This is an optimization exercise on Yosys and OpenROAD, whose aim is small area, a short achievable clock period and few clock cycles, not a production implementation. No activity file was given, so power comes from the tool's default toggle rates.

== the reference run ==
==> module simple_cpu, before the edit <==
module simple_cpu (
    input clk,
    input rst_n,
    input instr_valid,
    input [15:0] instr,
    output instr_ready,
    input [7:0] mem_rdata,
    input mem_ready,
    output reg mem_req,
    output reg mem_we,
    output [7:0] mem_addr,
    output [7:0] mem_wdata,
    output reg done,
    output reg [3:0] flags   
);
  reg [7:0] regfile[0:7];
  reg x_alu;   
  reg x_fix;   
  reg [2:0] x_rd;
  reg [2:0] x_rs;
  reg [3:0] x_imm;
  reg c_add, c_sub, c_and, c_or, c_xor, c_shl, c_shr;
  reg [7:0] opa;   
  reg [7:0] opb;   
  reg a_c4;   
  integer i;
  wire x_ld = mem_req & ~mem_we;
  wire mwait = mem_req & ~mem_ready;
  wire stall = x_fix | mwait;
  assign instr_ready = ~stall;
  wire accept = instr_valid & ~stall;
  assign mem_wdata = opa;
  assign mem_addr = {opb[7:4] + {3'b000, a_c4}, opb[3:0]};
  wire [8:0] sum9 = {opa, 1'b1} + {opb ^ {8{c_sub}}, c_sub};
  wire [7:0] sum = sum9[8:1];
  wire [7:0] shl = opa << opb[2:0];
  wire [7:0] shr = opa >> opb[2:0];
  wire [7:0] alu_res = ({8{c_add}} & sum) | ({8{c_and}} & (opa & opb)) |
                       ({8{c_or}} & (opa | opb)) | ({8{c_xor}} & (opa ^ opb)) |
                       ({8{c_shl}} & shl) | ({8{c_shr}} & shr);
  wire [7:0] wr_val = alu_res | ({8{x_ld}} & mem_rdata);
  wire wr_en = x_alu | (x_ld & mem_ready);
  wire [3:0] i_op = instr[15:12];
  wire [2:0] i_rd = instr[11:9];
  wire [2:0] i_rs = instr[7:5];
  wire [3:0] i_imm = instr[3:0];
  wire i_alu = (i_op >= 4'h1) && (i_op <= 4'h8);
  wire i_mem = (i_op == 4'h9) || (i_op == 4'hA);
  wire i_immop = (i_op == 4'h6) || (i_op == 4'h7) || (i_op == 4'h8);
  wire [2:0] ra = x_fix ? x_rd : i_rd;
  wire [2:0] rb = x_fix ? x_rs : i_rs;
  wire [3:0] ri = x_fix ? x_imm : i_imm;
  wire b_mem = x_fix | i_mem;
  wire [7:0] ra_oh = 8'b1 << ra;
  wire [7:0] rb_oh = 8'b1 << rb;
  reg [7:0] rf_a, rf_b;
  always @(*) begin
    rf_a = 8'h00;
    rf_b = 8'h00;
    for (i = 0; i < 8; i = i + 1) begin
      rf_a = rf_a | ({8{ra_oh[i]}} & regfile[i]);
      rf_b = rf_b | ({8{rb_oh[i]}} & regfile[i]);
    end
  end
  wire [3:0] lp = rf_b[3:0] ^ ri;
  wire [3:0] lg = rf_b[3:0] & ri;
  wire lc1 = lg[0];
  wire lc2 = lg[1] | (lp[1] & lg[0]);
  wire lc3 = lg[2] | (lp[2] & lg[1]) | (lp[2] & lp[1] & lg[0]);
  wire lc4 = lg[3] | (lp[3] & lg[2]) | (lp[3] & lp[2] & lg[1]) | (lp[3] & lp[2] & lp[1] & lg[0]);
  wire [4:0] lo = {lc4, lp[3] ^ lc3, lp[2] ^ lc2, lp[1] ^ lc1, lp[0]};
  wire fwd_a = wr_en && (x_rd == i_rd) && !x_fix;
  wire fwd_b = wr_en && (x_rd == i_rs) && !i_immop && !b_mem;
  wire [7:0] opb_rf = b_mem ? {rf_b[7:4], lo[3:0]} : (i_immop ? {4'h0, i_imm} : rf_b);
  always @(posedge clk) begin
    c_add <= accept & ((i_op == 4'h1) || (i_op == 4'h2) || (i_op == 4'h6));
    c_sub <= accept & (i_op == 4'h2);
    c_and <= accept & (i_op == 4'h3);
    c_or  <= accept & (i_op == 4'h4);
    c_xor <= accept & (i_op == 4'h5);
    c_shl <= accept & (i_op == 4'h7) & !i_imm[3];
    c_shr <= accept & (i_op == 4'h8) & !i_imm[3];
    opa <= ({8{mwait}} & opa) | ({8{~mwait & fwd_a}} & wr_val) | ({8{~mwait & ~fwd_a}} & rf_a);
    opb <= ({8{mwait}} & opb) | ({8{~mwait & fwd_b}} & wr_val) | ({8{~mwait & ~fwd_b}} & opb_rf);
    a_c4 <= (mwait & a_c4) | (~mwait & lo[4]);
    if (!stall) begin
      x_rd  <= i_rd;
      x_rs  <= i_rs;
      x_imm <= i_imm;
      mem_we <= (i_op == 4'hA);
    end
  end
  always @(posedge clk or negedge rst_n) begin
    if (!rst_n) begin
      x_alu <= 1'b0;
      x_fix <= 1'b0;
      mem_req <= 1'b0;
      done <= 1'b0;
      flags <= 4'b0;
      for (i = 0; i < 8; i = i + 1) regfile[i] <= 8'h0;
    end else begin
      x_alu <= accept & i_alu;
      if (x_fix) begin
        x_fix <= 1'b0;
        mem_req <= 1'b1;
      end else if (!mwait) begin
        x_fix <= accept & i_mem & wr_en & (x_rd == i_rs);
        mem_req <= accept & i_mem & ~(wr_en & (x_rd == i_rs));
      end
      if (accept && i_op == 4'hF) done <= 1'b1;
      if (wr_en) regfile[x_rd] <= wr_val;
      if (x_alu) begin
        flags[3] <= (alu_res == 8'h0);
        flags[2] <= alu_res[7];
      end
    end
  end
endmodule
export LEC_CHECK = 0
export ABC_AREA = 1
export CAP_MARGIN = 20
export CORE_MARGIN = 2
export CORE_UTILIZATION = 40
export SETUP_SLACK_MARGIN = 2.45
export SLEW_MARGIN = 20
create_clock -name core_clock -period 5.0 [get_ports {clk}]
run.sh (not shown) runs the stock make flow with config.mk's settings and CLKGATE_MAP_FILE= SYNTH_SCRIPT=/design/flow/synth_recipe.tcl, a recipe that flattens the netlist after the stock synthesis.
For the trial run, these inputs were changed with respect to the reference run:
==> flow/design.v <==
module simple_cpu (
    input clk,
    input rst_n,
    input instr_valid,
    input [15:0] instr,
    output instr_ready,
    input [7:0] mem_rdata,
    input mem_ready,
    output reg mem_req,
    output reg mem_we,
    output [7:0] mem_addr,
    output [7:0] mem_wdata,
    output reg done,
    output reg [3:0] flags   
);
  reg [7:0] regfile[0:7];
  reg x_alu;   
  reg x_fix;   
  reg [2:0] x_rd;
  reg [2:0] x_rs;
  reg [3:0] x_imm;
  reg c_add, c_sub, c_and, c_or, c_xor, c_shl, c_shr;
  reg [7:0] opa;   
  reg [7:0] opb;   
  reg a_c4;   
  integer i;
  wire x_ld = mem_req & ~mem_we;
  wire mwait = mem_req & ~mem_ready;
  wire stall = x_fix | mwait;
  assign instr_ready = ~stall;
  wire accept = instr_valid & ~stall;
  assign mem_wdata = opa;
  assign mem_addr = {opb[7:4] + {3'b000, a_c4}, opb[3:0]};
  wire [8:0] sum9 = {opa, 1'b1} + {opb ^ {8{c_sub}}, c_sub};
  wire [7:0] sum = sum9[8:1];
  wire [7:0] shl = opa << opb[2:0];
  wire [7:0] shr = opa >> opb[2:0];
  wire [7:0] alu_res = ({8{c_add}} & sum) | ({8{c_and}} & (opa & opb)) |
                       ({8{c_or}} & (opa | opb)) | ({8{c_xor}} & (opa ^ opb)) |
                       ({8{c_shl}} & shl) | ({8{c_shr}} & shr);
  wire [7:0] wr_val = alu_res | ({8{x_ld}} & mem_rdata);
  wire wr_en = x_alu | (x_ld & mem_ready);
  wire [3:0] i_op = instr[15:12];
  wire [2:0] i_rd = instr[11:9];
  wire [2:0] i_rs = instr[7:5];
  wire [3:0] i_imm = instr[3:0];
  wire i_alu = (i_op >= 4'h1) && (i_op <= 4'h8);
  wire i_mem = (i_op == 4'h9) || (i_op == 4'hA);
  wire i_immop = (i_op == 4'h6) || (i_op == 4'h7) || (i_op == 4'h8);
  wire [2:0] ra = x_fix ? x_rd : i_rd;
  wire [2:0] rb = x_fix ? x_rs : i_rs;
  wire [3:0] ri = x_fix ? x_imm : i_imm;
  wire b_mem = x_fix | i_mem;
  wire [7:0] ra_oh = 8'b1 << ra;
  wire [7:0] rb_oh = 8'b1 << rb;
  reg [7:0] rf_a, rf_b;
  always @(*) begin
    rf_a = 8'h00;
    rf_b = 8'h00;
    for (i = 0; i < 8; i = i + 1) begin
      rf_a = rf_a | ({8{ra_oh[i]}} & regfile[i]);
      rf_b = rf_b | ({8{rb_oh[i]}} & regfile[i]);
    end
  end
  wire [4:0] lo = {1'b0, rf_b[3:0]} + {1'b0, ri};
  wire fwd_a = wr_en && (x_rd == i_rd) && !x_fix;
  wire fwd_b = wr_en && (x_rd == i_rs) && !i_immop && !b_mem;
  wire [7:0] opb_rf = b_mem ? {rf_b[7:4], lo[3:0]} : (i_immop ? {4'h0, i_imm} : rf_b);
  always @(posedge clk) begin
    opa <= ({8{mwait}} & opa) | ({8{~mwait & fwd_a}} & wr_val) | ({8{~mwait & ~fwd_a}} & rf_a);
    opb <= ({8{mwait}} & opb) | ({8{~mwait & fwd_b}} & wr_val) | ({8{~mwait & ~fwd_b}} & opb_rf);
    a_c4 <= (mwait & a_c4) | (~mwait & lo[4]);
    if (!stall) begin
      x_rd  <= i_rd;
      x_rs  <= i_rs;
      x_imm <= i_imm;
      mem_we <= (i_op == 4'hA);
    end
  end
  always @(posedge clk or negedge rst_n) begin
    if (!rst_n) begin
      x_alu <= 1'b0;
      x_fix <= 1'b0;
      mem_req <= 1'b0;
      c_add <= 1'b0;
      c_sub <= 1'b0;
      c_and <= 1'b0;
      c_or  <= 1'b0;
      c_xor <= 1'b0;
      c_shl <= 1'b0;
      c_shr <= 1'b0;
      done <= 1'b0;
      flags <= 4'b0;
      for (i = 0; i < 8; i = i + 1) regfile[i] <= 8'h0;
    end else begin
      x_alu <= accept & i_alu;
      c_add <= accept & ((i_op == 4'h1) || (i_op == 4'h2) || (i_op == 4'h6));
      c_sub <= accept & (i_op == 4'h2);
      c_and <= accept & (i_op == 4'h3);
      c_or  <= accept & (i_op == 4'h4);
      c_xor <= accept & (i_op == 4'h5);
      c_shl <= accept & (i_op == 4'h7) & !i_imm[3];
      c_shr <= accept & (i_op == 4'h8) & !i_imm[3];
      if (x_fix) begin
        x_fix <= 1'b0;
        mem_req <= 1'b1;
      end else if (!mwait) begin
        x_fix <= accept & i_mem & wr_en & (x_rd == i_rs);
        mem_req <= accept & i_mem & ~(wr_en & (x_rd == i_rs));
      end
      if (accept && i_op == 4'hF) done <= 1'b1;
      if (wr_en) regfile[x_rd] <= wr_val;
      if (x_alu) begin
        flags[3] <= (alu_res == 8'h0);
        flags[2] <= alu_res[7];
      end
    end
  end
endmodule
Findings:
- Path length in cells of the critical path: the trial run and the reference run compared, lower one is the trial run
- Per the comparison of the trial run with the reference run, met1 wire length moved down; via-per-instance ratio now larger; combinational group share of total power -2.7 points.
- The trial run ends up with a utilization of the core after routing that is 0.34 points lower than in the reference run.
- Looking at layout inverter count without the clock tree across the trial run and the reference run, the one that comes out lower is the trial run.
- Maximum ir drop on the vdd rail: the trial run and the reference run compared, higher one is the reference run
- The trial run: power consumption lower than the reference run
- Final routed wire length divided by cell count for the trial run is lower than for the reference run.
No functional check of the RTL was part of any run of this note.

afterwards: timing with drivers on the ports:
In the flow no input, the clock included, has a driving cell. The finished layouts below were timed again as built, in two steps.
Step 1 (the two cells are an assumption about what drives the block):
set clk [get_ports {clk}]
set_driving_cell -lib_cell sky130_fd_sc_hd__clkbuf_16 $clk
set_driving_cell -lib_cell sky130_fd_sc_hd__buf_2 [delete_from_list [all_inputs] $clk]
Step 2 also shifts input and output timing later by t, the mid clock arrival at the registers, as if the neighbouring blocks saw the same clock.
Slacks: no drivers / after step 1 / after step 2; pairs: no drivers / after step 1.
| run | t, ns | setup WS [ns] | clock arrival spread, ns | worst register clock-pin slew, ns |
|---|---|---|---|---|
| the reference run | 0.403 | 2.308 / 2.302 / 1.899 | 0.012 / 0.012 | 0.08 / 0.08 |
| the trial run | 0.400 | 2.197 / 2.181 / 1.780 | 0.012 / 0.013 | 0.08 / 0.08 |
After both steps setup and hold are still met in every run listed. The setup slack of the trial run, which loses most, moves by -0.016 ns with the drivers and by -0.417 ns with both steps.
